From an optimization exercise on the open Yosys and OpenROAD flow, aimed at small area, a short achievable clock period and few clock cycles; shortcuts taken in it are not production practice.
At most, simulation tests tie the RTL to the original design; equivalence was not proved.
Power and IR drop assume default switching activity.

== old ==
==> module conv_engine_array, before the edit <==
module conv_engine_array #(
    parameter int ROWS    = 4,
    parameter int COLS    = 4,
    parameter int SCALE_Q = 16
) (
    input  logic        clk,
    input  logic        rst_n,
    input  logic        start,
    input  logic [10:0] c_in,
    input  logic [10:0] c_out,
    input  logic [3:0]  kernel_size,
    output logic [12:0] patch_rd_addr,
    input  logic [COLS*8-1:0] patch_rd_data_wide,
    output logic [21:0] weight_rd_addr,
    input  logic [COLS*8-1:0] weight_rd_data_wide,
    output logic [8:0]  bias_rd_ch,
    input  logic signed [31:0] bias_rd_data,
    input  logic [15:0] scale,
    input  logic        skip_relu,
    output logic        out_valid,
    output logic [8:0]  out_ch_base,
    output logic [5:0]  out_count,
    output wire  [ROWS*8-1:0] out_data_flat,
    output wire  [ROWS*32-1:0] out_int32_flat,
    output logic        done
);
    logic [8:0]  cin_q;
    logic        k3_q;
    logic [8:0]  coutm1_q;       
    logic [10:0] lastq_q;        
    logic [1:0]  rlast_q;        
    wire  [13:0] nm1 = (k3_q ? ({cin_q, 3'b000} + {5'd0, cin_q}) : {5'd0, cin_q}) - 14'd1;
    always_ff @(posedge clk) begin
        cin_q    <= c_in[8:0];
        k3_q     <= (kernel_size == 4'd3);
        coutm1_q <= c_out[8:0] - 9'd1;
        lastq_q  <= nm1[12:2];
        rlast_q  <= nm1[1:0];
    end
    logic        run;
    logic [10:0] pos;            
    logic [8:0]  och;            
    logic [21:0] waddr;
    logic [2:0]  gcnt;           
    logic        first_cyc;      
    wire f_last   = first_cyc ? (~k3_q & (cin_q <= 9'd4)) : (pos == lastq_q);
    wire f_lastch = (och == coutm1_q);
    wire f_space  = (och[1:0] == 2'd0 && och != 9'd0) ? (gcnt == 3'd5) : (gcnt >= 3'd3);
    wire f_go     = run & (~f_last | f_space);    
    assign weight_rd_addr = waddr;
    assign patch_rd_addr  = {pos, 2'b00};
    always_ff @(posedge clk or negedge rst_n) begin
        if (!rst_n) begin
            run       <= 1'b0;
            first_cyc <= 1'b0;
        end else begin
            first_cyc <= start;
            if (start)
                run <= 1'b1;
            else if (f_go && f_last && f_lastch)
                run <= 1'b0;
        end
    end
    always_ff @(posedge clk) begin
        if (start) begin
            pos   <= 11'd0;
            och   <= 9'd0;
            waddr <= 22'd0;
            gcnt  <= 3'd0;
        end else if (f_go) begin
            if (f_last) begin
                pos   <= 11'd0;
                och   <= och + 9'd1;
                waddr <= waddr + {19'd0, {1'b0, rlast_q} + 3'd1};
                gcnt  <= 3'd0;
            end else begin
                pos   <= pos + 11'd1;
                waddr <= waddr + 22'd4;
                if (gcnt != 3'd5) gcnt <= gcnt + 3'd1;
            end
        end else if (gcnt != 3'd5) begin
            gcnt <= gcnt + 3'd1;
        end
    end
    logic        d_v, d_first, d_last, d_end;
    logic [31:0] d_w;
    logic [15:0] d_one, d_two, d_neg;    
    wire  [31:0] a_m;
    wire  [15:0] e_one, e_two, e_neg;
    genvar gj;
    generate
        for (gj = 0; gj < 4; gj++) begin : g_am
            assign a_m[gj*8 +: 8] = (f_go && (!f_last || gj <= rlast_q)) ?
                                    patch_rd_data_wide[gj*8 +: 8] : 8'd0;
        end
    endgenerate
    booth_enc4 u_enc (.a(a_m), .one(e_one), .two(e_two), .neg(e_neg));
    always_ff @(posedge clk or negedge rst_n) begin
        if (!rst_n) d_v <= 1'b0;
        else        d_v <= f_go;
    end
    always_ff @(posedge clk) begin
        d_first <= f_go & (pos == 11'd0);
        d_last  <= f_last;
        d_end   <= f_last & f_lastch;
        d_w     <= weight_rd_data_wide;
        d_one   <= e_one;
        d_two   <= e_two;
        d_neg   <= e_neg;
    end
    logic        s_v, s_first, s_last, s_end;
    logic [17:0] s_s, s_c;
    logic [8:0]  dch;            
    logic [31:0] bias_q;
    wire  [17:0] dot_s, dot_c;
    mac_array_32x32 u_dot (.w(d_w), .one(d_one), .two(d_two), .neg(d_neg), .s(dot_s), .c(dot_c));
    assign bias_rd_ch = dch;
    always_ff @(posedge clk or negedge rst_n) begin
        if (!rst_n) s_v <= 1'b0;
        else        s_v <= d_v;
    end
    always_ff @(posedge clk) begin
        dch     <= och;
        s_first <= d_first;
        s_last  <= d_last;
        s_end   <= d_end;
        s_s     <= dot_s;
        s_c     <= dot_c;
        bias_q  <= bias_rd_data;
    end
    logic        a_v, a_end;
    logic signed [31:0] acc;
    wire  [14:0] corr = s_first ? {4'hf, ~lastq_q} : 15'd0;
    always_ff @(posedge clk or negedge rst_n) begin
        if (!rst_n) a_v <= 1'b0;
        else        a_v <= s_v & s_last;
    end
    always_ff @(posedge clk) begin
        a_end  <= s_end;
        acc <= (s_first ? bias_q : acc) + {corr, s_s[16:0] & {17{s_v}}} + {14'd0, s_c & {18{s_v}}};
    end
    logic        r_end;
    logic signed [31:0] r;
    logic [4:0]  qs;             
    always_ff @(posedge clk or negedge rst_n) begin
        if (!rst_n) qs <= 4'd0;
        else        qs <= {qs[3:0], a_v};
    end
    always_ff @(posedge clk) begin
        if (a_v) begin
            r_end  <= a_end;
            r      <= (skip_relu || !acc[31]) ? acc : ((acc >>> 3) - (acc >>> 5));
        end
    end
    wire signed [7:0] q;
    logic [3:0]  dig;            
    always_ff @(posedge clk)
        dig <= a_v   ? scale[3:0]   :
               qs[0] ? scale[7:4]   :
               qs[1] ? scale[11:8]  : scale[15:12];
    post_process_array u_q (.clk(clk), .qs(qs[3:0]), .dig(dig), .r(r), .snz(|scale), .q(q));
    logic [7:0]  o8  [0:ROWS-1];
    logic [31:0] o32 [0:ROWS-2];     
    logic [6:0]  tile;
    logic        q_end;
    logic [1:0]  qlane;          
    always_ff @(posedge clk or negedge rst_n) begin
        if (!rst_n) begin
            out_valid <= 1'b0;
            done      <= 1'b0;
        end else begin
            out_valid <= qs[4] & (q_end | (qlane == 2'd3));
            done      <= qs[4] & q_end;
        end
    end
    always_ff @(posedge clk) begin
        if (start)
            qlane <= 2'd0;
        else if (qs[4])
            qlane <= qlane + 2'd1;
        if (start)
            tile <= 7'd0;
        else if (out_valid)
            tile <= tile + 7'd1;
        if (qs[3]) begin
            q_end  <= r_end;
        end
        out_count <= q_end ? {3'd0, {1'b0, coutm1_q[1:0]} + 3'd1} : 6'd4;
        for (int l = 0; l < ROWS; l++) begin
            if (l < ROWS-1 && qs[3] && qlane == l[1:0]) o32[l] <= r;
            if (l < ROWS-1 && qs[4] && qlane == l[1:0]) o8[l]  <= q;
        end
        o8[ROWS-1] <= q;         
    end
    assign out_ch_base = {tile, 2'b00};
    genvar gl;
    generate
        for (gl = 0; gl < ROWS; gl++) begin : g_out
            assign out_data_flat[gl*8 +: 8]   = o8[gl];
            if (gl < ROWS-1) begin : g_o32
                assign out_int32_flat[gl*32 +: 32] = o32[gl];
            end else begin : g_r
                assign out_int32_flat[gl*32 +: 32] = r;
            end
        end
    endgenerate
endmodule
clock: 13.5 ns
lec_check: 0
cap_margin: 20
core_margin: 2
core_utilization: 35
place_density: 0.6
slew_margin: 20
standard.sh (not shown) runs the stock make flow with config.mk's settings and CLKGATE_MAP_FILE= SYNTH_SCRIPT=/design/flow/synth_recipe.tcl, a recipe that flattens the netlist after the stock synthesis.
==> flow/flow/run.sh <==
#!/bin/bash
# The standard layout (standard.sh: unchanged synthesis, floorplan, place,
# CTS, route) with these changes to how it is made:
#  - repair_timing is asked for extra setup slack, so that the achieved period
#    is pushed below the constraint;
#  - the port buffers that buffer_ports inserts are plain buffers (buf_1,
#    which repair may upsize) rather than the delay cells it picks by default;
#  - CTS inserts no dummy load cells and clusters up to 30 sinks per leaf buffer.
set -euo pipefail
bash standard.sh SETUP_SLACK_MARGIN=9.6 \
  "BUFFER_PORTS_ARGS=-buffer_cell sky130_fd_sc_hd__buf_1" \
  "CTS_ARGS=-sink_clustering_enable -repair_clock_nets -dont_use_dummy_load -sink_clustering_size 30 -sink_clustering_max_diameter 80" \
  finish > standard_flow.log 2>&1
Testbench counts of old, summed over its fixed seeds: cycles 14,476.
What new does differently from old at the input level:
diff --git a/flow/design.v b/flow/design.v
--- a/flow/design.v
+++ b/flow/design.v
@@ -935,49 +935,55 @@
         d_two   <= e_two;
         d_neg   <= e_neg;
     end
     logic        s_v, s_first, s_last, s_end;
     logic [17:0] s_s, s_c;
-    logic [8:0]  dch;            
-    logic [31:0] bias_q;
+    logic [31:0] bias_d, bias_q;
     wire  [17:0] dot_s, dot_c;
     mac_array_32x32 u_dot (.w(d_w), .one(d_one), .two(d_two), .neg(d_neg), .s(dot_s), .c(dot_c));
-    assign bias_rd_ch = dch;
+    assign bias_rd_ch = och;
     always_ff @(posedge clk or negedge rst_n) begin
         if (!rst_n) s_v <= 1'b0;
         else        s_v <= d_v;
     end
     always_ff @(posedge clk) begin
-        dch     <= och;
         s_first <= d_first;
         s_last  <= d_last;
         s_end   <= d_end;
         s_s     <= dot_s;
         s_c     <= dot_c;
-        bias_q  <= bias_rd_data;
+        bias_d  <= bias_rd_data;
+        bias_q  <= bias_d + {4'hf, ~lastq_q, 17'd0};
     end
     logic        a_v, a_end;
+    logic [1:0]  alane, a_lane;
     logic signed [31:0] acc;
-    wire  [14:0] corr = s_first ? {4'hf, ~lastq_q} : 15'd0;
     always_ff @(posedge clk or negedge rst_n) begin
         if (!rst_n) a_v <= 1'b0;
         else        a_v <= s_v & s_last;
     end
     always_ff @(posedge clk) begin
+        if (start)
+            alane <= 2'd0;
+        else if (s_v && s_last)
+            alane <= alane + 2'd1;
         a_end  <= s_end;
-        acc <= (s_first ? bias_q : acc) + {corr, s_s[16:0] & {17{s_v}}} + {14'd0, s_c & {18{s_v}}};
+        a_lane <= alane;
+        acc <= (s_first ? bias_q : acc) + {14'd0, s_s & {18{s_v}}} + {14'd0, s_c & {18{s_v}}};
     end
     logic        r_end;
+    logic [1:0]  r_lane;
     logic signed [31:0] r;
     logic [4:0]  qs;             
     always_ff @(posedge clk or negedge rst_n) begin
         if (!rst_n) qs <= 4'd0;
         else        qs <= {qs[3:0], a_v};
     end
     always_ff @(posedge clk) begin
         if (a_v) begin
             r_end  <= a_end;
+            r_lane <= a_lane;
             r      <= (skip_relu || !acc[31]) ? acc : ((acc >>> 3) - (acc >>> 5));
         end
     end
     wire signed [7:0] q;
     logic [3:0]  dig;            
@@ -988,36 +994,33 @@
     post_process_array u_q (.clk(clk), .qs(qs[3:0]), .dig(dig), .r(r), .snz(|scale), .q(q));
     logic [7:0]  o8  [0:ROWS-1];
     logic [31:0] o32 [0:ROWS-2];     
     logic [6:0]  tile;
     logic        q_end;
-    logic [1:0]  qlane;          
+    logic [1:0]  q_lane;
     always_ff @(posedge clk or negedge rst_n) begin
         if (!rst_n) begin
             out_valid <= 1'b0;
             done      <= 1'b0;
         end else begin
-            out_valid <= qs[4] & (q_end | (qlane == 2'd3));
+            out_valid <= qs[4] & (q_end | (q_lane == 2'd3));
             done      <= qs[4] & q_end;
         end
     end
     always_ff @(posedge clk) begin
         if (start)
-            qlane <= 2'd0;
-        else if (qs[4])
-            qlane <= qlane + 2'd1;
-        if (start)
             tile <= 7'd0;
         else if (out_valid)
             tile <= tile + 7'd1;
         if (qs[3]) begin
             q_end  <= r_end;
+            q_lane <= r_lane;
         end
         out_count <= q_end ? {3'd0, {1'b0, coutm1_q[1:0]} + 3'd1} : 6'd4;
         for (int l = 0; l < ROWS; l++) begin
-            if (l < ROWS-1 && qs[3] && qlane == l[1:0]) o32[l] <= r;
-            if (l < ROWS-1 && qs[4] && qlane == l[1:0]) o8[l]  <= q;
+            if (l < ROWS-1 && qs[3] && r_lane == l[1:0]) o32[l] <= r;
+            if (l < ROWS-1 && qs[4] && q_lane == l[1:0]) o8[l]  <= q;
         end
         o8[ROWS-1] <= q;         
     end
     assign out_ch_base = {tile, 2'b00};
     genvar gl;
[summary]
- Number of tapcells of new exceeds that of old by a few percent.
- As of new, layout filler cell count had risen by a few percent compared to old.
- The lower met3 layer wire length in the routed design of old and new is in old.
- The run showing the smaller non-clock buffer count is old.
- On number of rows created at floorplan: between old and new, it ends up lower for old.
- Changes observed in new relative to old: critical path's largest stage delay rose 0.04 ns, maximum number of pins on one net before global-route repair rose 2, finished layout cell area rose about 4%.
- Lower area after synthesis was reported by old, not new.
- Between old and new, the flow reports net switching power increasing slightly.
- When the final numbers for old and new were put side by side, the number of enable flip-flop cells after synthesis turned out to be greater in new.
- The xor/xnor cell area share of the yosys netlist was comparable across old and new.
- new has completed all stages; timing, DRC and antenna checks passed.
- new reports a higher multiplexer share of the synthesized area than old does.
Testbench counts of new, summed over its fixed seeds: cycles 14,476.

* * *

## oak
Another version of the RTL of conv_engine_array (not shown whole).
Size: roughly 2,900 cells after synthesis, about 360 I/O pins, roughly 0.031 mm² of cells after synthesis.
export LEC_CHECK = 0
export CAP_MARGIN = 20
export CORE_MARGIN = 2
export CORE_UTILIZATION = 35
export PLACE_DENSITY = 0.6
export SLEW_MARGIN = 20
create_clock -name core_clock -period 13.5 [get_ports {clk}]
==> flow/flow/run.sh <==
#!/bin/bash
# The standard layout (standard.sh: unchanged synthesis, floorplan, place,
# CTS, route) with these changes to how it is made:
#  - repair_timing is asked for extra setup slack, so that the achieved period
#    is pushed below the constraint;
#  - the port buffers that buffer_ports inserts are plain buffers (buf_1,
#    which repair may upsize) rather than the delay cells it picks by default;
#  - CTS inserts no dummy load cells and clusters up to 30 sinks per leaf buffer.
set -euo pipefail
bash standard.sh SETUP_SLACK_MARGIN=9.5 \
  "BUFFER_PORTS_ARGS=-buffer_cell sky130_fd_sc_hd__buf_1" \
  "CTS_ARGS=-sink_clustering_enable -repair_clock_nets -dont_use_dummy_load -sink_clustering_size 30 -sink_clustering_max_diameter 80" \
  finish > standard_flow.log 2>&1
oak ran to completion and came out clean on the timing, DRC and antenna checks.
> inputs changed (oak -> birch)
--- a/flow/design.v
+++ b/flow/design.v
@@ -480,51 +480,52 @@
     assign s = {1'b0, fc146, fc145, fc144, fc143, fc142, fc141, fc140, fc139, fc138, fc137, fc136, fc135, fc134, fc133, fc132, hc131, hs131};
     assign c = {1'b0, hc130, fs146, fs145, fs144, fs143, fs142, fs141, fs140, fs139, fs138, fs137, fs136, fs135, fs134, fs133, fs132, neg[12]};
 endmodule
 `default_nettype wire
 `default_nettype none
 module post_process_array (
     input  wire               clk,
     input  wire        [3:0]  qs,
     input  wire        [3:0]  dig,
     input  wire signed [31:0] r,
-    input  wire        [15:0] scale,
+    input  wire               snz,       
     output wire signed [7:0]  q
 );
     logic [23:0] us, uc;
     logic        ui;
     wire [23:0] us_in = qs[0] ? 24'h800000 : us;
     wire [23:0] uc_in = qs[0] ? 24'h000000 : uc;
     wire        ui_in = ~qs[0] & ui;
     wire [27:0] ps, pc;
     qmul_csa u_csa (.r(r[23:0]), .d(dig), .us(us_in), .uc(uc_in), .ui(ui_in), .s(ps), .c(pc));
     wire [4:0] lo = {1'b0, ps[3:0]} + {1'b0, pc[3:0]};
     wire big_pos = ~r[31] & (|r[30:23]);
     wire big_neg =  r[31] & ~(&r[30:23]);
-    logic bp, bn;
+    logic bp, bn, bz;                
     always_ff @(posedge clk) begin
         us <= ps[27:4];
         uc <= pc[27:4];
         ui <= lo[4];
         if (qs[3]) begin
-            bp <= big_pos;
-            bn <= big_neg;
+            bp <= big_pos & snz;
+            bn <= big_neg & snz;
+            bz <= (big_pos | big_neg) & ~snz;
         end
     end
-    wire [23:0] u = us + uc + {23'd0, ui};
+    wire [24:0] u2 = {us, ui} + {uc, ui};
+    wire [23:0] u  = u2[24:1];
     wire signed [23:0] m = {~u[23], u[22:0]};      
-    wire big     = bp | bn;
-    wire snz     = |scale;
+    wire big     = bp | bn | bz;
     wire hi = ~m[23] & (|m[22:7]);
     wire lo_ = m[23] & ~(&m[22:7]);
-    assign q = (snz & bp) | (~big & hi)  ? 8'sd127  :
-               (snz & bn) | (~big & lo_) ? -8'sd128 :
+    assign q = bp | (~big & hi)  ? 8'sd127  :
+               bn | (~big & lo_) ? -8'sd128 :
                big ? 8'sd0 : m[7:0];
 endmodule
 module qmul_csa (
     input  wire [23:0] r,
     input  wire [3:0]  d,
     input  wire [23:0] us,
     input  wire [23:0] uc,
     input  wire        ui,
     output wire [27:0] s,
     output wire [27:0] c
@@ -947,84 +948,79 @@
     always_ff @(posedge clk) begin
         s_first <= d_first;
         s_last  <= d_last;
         s_end   <= d_end;
         s_s     <= dot_s;
         s_c     <= dot_c;
         bias_d  <= bias_rd_data;
         bias_q  <= bias_d + {4'hf, ~lastq_q, 17'd0};
     end
     logic        a_v, a_end;
-    logic [1:0]  alane, a_lane;
     logic signed [31:0] acc;
     always_ff @(posedge clk or negedge rst_n) begin
         if (!rst_n) a_v <= 1'b0;
         else        a_v <= s_v & s_last;
     end
     always_ff @(posedge clk) begin
-        if (start)
-            alane <= 2'd0;
-        else if (s_v && s_last)
-            alane <= alane + 2'd1;
         a_end  <= s_end;
-        a_lane <= alane;
         acc <= (s_first ? bias_q : acc) + {14'd0, s_s & {18{s_v}}} + {14'd0, s_c & {18{s_v}}};
     end
     logic        r_end;
-    logic [1:0]  r_lane;
     logic signed [31:0] r;
     logic [4:0]  qs;             
     always_ff @(posedge clk or negedge rst_n) begin
         if (!rst_n) qs <= 4'd0;
         else        qs <= {qs[3:0], a_v};
     end
     always_ff @(posedge clk) begin
         if (a_v) begin
             r_end  <= a_end;
-            r_lane <= a_lane;
             r      <= (skip_relu || !acc[31]) ? acc : ((acc >>> 3) - (acc >>> 5));
         end
     end
     wire signed [7:0] q;
     logic [3:0]  dig;            
     always_ff @(posedge clk)
         dig <= a_v   ? scale[3:0]   :
                qs[0] ? scale[7:4]   :
                qs[1] ? scale[11:8]  : scale[15:12];
-    post_process_array u_q (.clk(clk), .qs(qs[3:0]), .dig(dig), .r(r), .scale(scale), .q(q));
+    post_process_array u_q (.clk(clk), .qs(qs[3:0]), .dig(dig), .r(r), .snz(|scale), .q(q));
     logic [7:0]  o8  [0:ROWS-1];
     logic [31:0] o32 [0:ROWS-2];     
     logic [6:0]  tile;
     logic        q_end;
-    logic [1:0]  q_lane;
+    logic [1:0]  qlane;          
     always_ff @(posedge clk or negedge rst_n) begin
         if (!rst_n) begin
             out_valid <= 1'b0;
             done      <= 1'b0;
         end else begin
-            out_valid <= qs[4] & (q_end | (q_lane == 2'd3));
+            out_valid <= qs[4] & (q_end | (qlane == 2'd3));
             done      <= qs[4] & q_end;
         end
     end
     always_ff @(posedge clk) begin
         if (start)
+            qlane <= 2'd0;
+        else if (qs[4])
+            qlane <= qlane + 2'd1;
+        if (start)
             tile <= 7'd0;
         else if (out_valid)
             tile <= tile + 7'd1;
         if (qs[3]) begin
             q_end  <= r_end;
-            q_lane <= r_lane;
         end
         out_count <= q_end ? {3'd0, {1'b0, coutm1_q[1:0]} + 3'd1} : 6'd4;
         for (int l = 0; l < ROWS; l++) begin
-            if (l < ROWS-1 && qs[3] && r_lane == l[1:0]) o32[l] <= r;
-            if (l < ROWS-1 && qs[4] && q_lane == l[1:0]) o8[l]  <= q;
+            if (l < ROWS-1 && qs[3] && qlane == l[1:0]) o32[l] <= r;
+            if (l < ROWS-1 && qs[4] && qlane == l[1:0]) o8[l]  <= q;
         end
         o8[ROWS-1] <= q;         
     end
     assign out_ch_base = {tile, 2'b00};
     genvar gl;
     generate
         for (gl = 0; gl < ROWS; gl++) begin : g_out
             assign out_data_flat[gl*8 +: 8]   = o8[gl];
             if (gl < ROWS-1) begin : g_o32
                 assign out_int32_flat[gl*32 +: 32] = o32[gl];
[summary]
Summary of the comparison: share of total power in combinational logic is lower in birch, relative to oak.
Higher non-clock buffer count goes to oak over birch.
Taking oak as the reference, in birch via count down 485, register clock-pin slew on the reported worst setup and hold paths went down.
In the metrics for birch and oak, the one carrying the higher total stage count of the critical path is oak.
birch vs oak — multi-input combinational cell area dropped 3.0%.
Between oak and birch, the endpoint required time on the critical path figures differ only marginally.
Compared with oak, birch shows number of enable-type register cells in the synthesized netlist that has gone down slightly.
Changes observed in birch relative to oak: half-perimeter wire length after placement fell 1.7%; clock network fraction of design power up 0.4 points.
Re worst hold slack: oak was lower than birch.
Number of fillers in the final layout (lower): birch
Going from oak to birch, largest net degree at the start of global routing grew by more than 10%.
No functional check of the RTL was part of any run of this note.

port drivers added, routing unchanged:
No port has a modelled driver above. Below, the same layouts with a new extraction and two added sets of constraints.
Step 1 assumes that a clkbuf_16 drives the clock port and a buf_2 every other input.
Step 2 times the ports against the registers' clock, not the clock port: input delays grow and output delays shrink by t, the midpoint of the rising clock arrivals with the driver on.
Slacks: no drivers / after step 1 / after step 2; pairs: no drivers / after step 1.
| run | t, ns | slack for setup (ns) | clock arrival spread, ns | cell pins on the clock port's net |
|---|---|---|---|---|
| old | 0.632 | 9.483 / 9.419 / 9.266 | 0.079 / 0.080 | 1 |
| new | 0.627 | 9.459 / 9.459 / 9.447 | 0.076 / 0.075 | 1 |
| oak | 0.627 | 8.456 / 8.488 / 7.860 | 0.072 / 0.073 | 1 |
| birch | 0.613 | 9.481 / 9.440 / 9.423 | 0.086 / 0.086 | 1 |
After both steps setup and hold are still met in every run listed. The setup slack of oak, which loses most, moves by +0.032 ns with the drivers and by -0.596 ns with both steps.
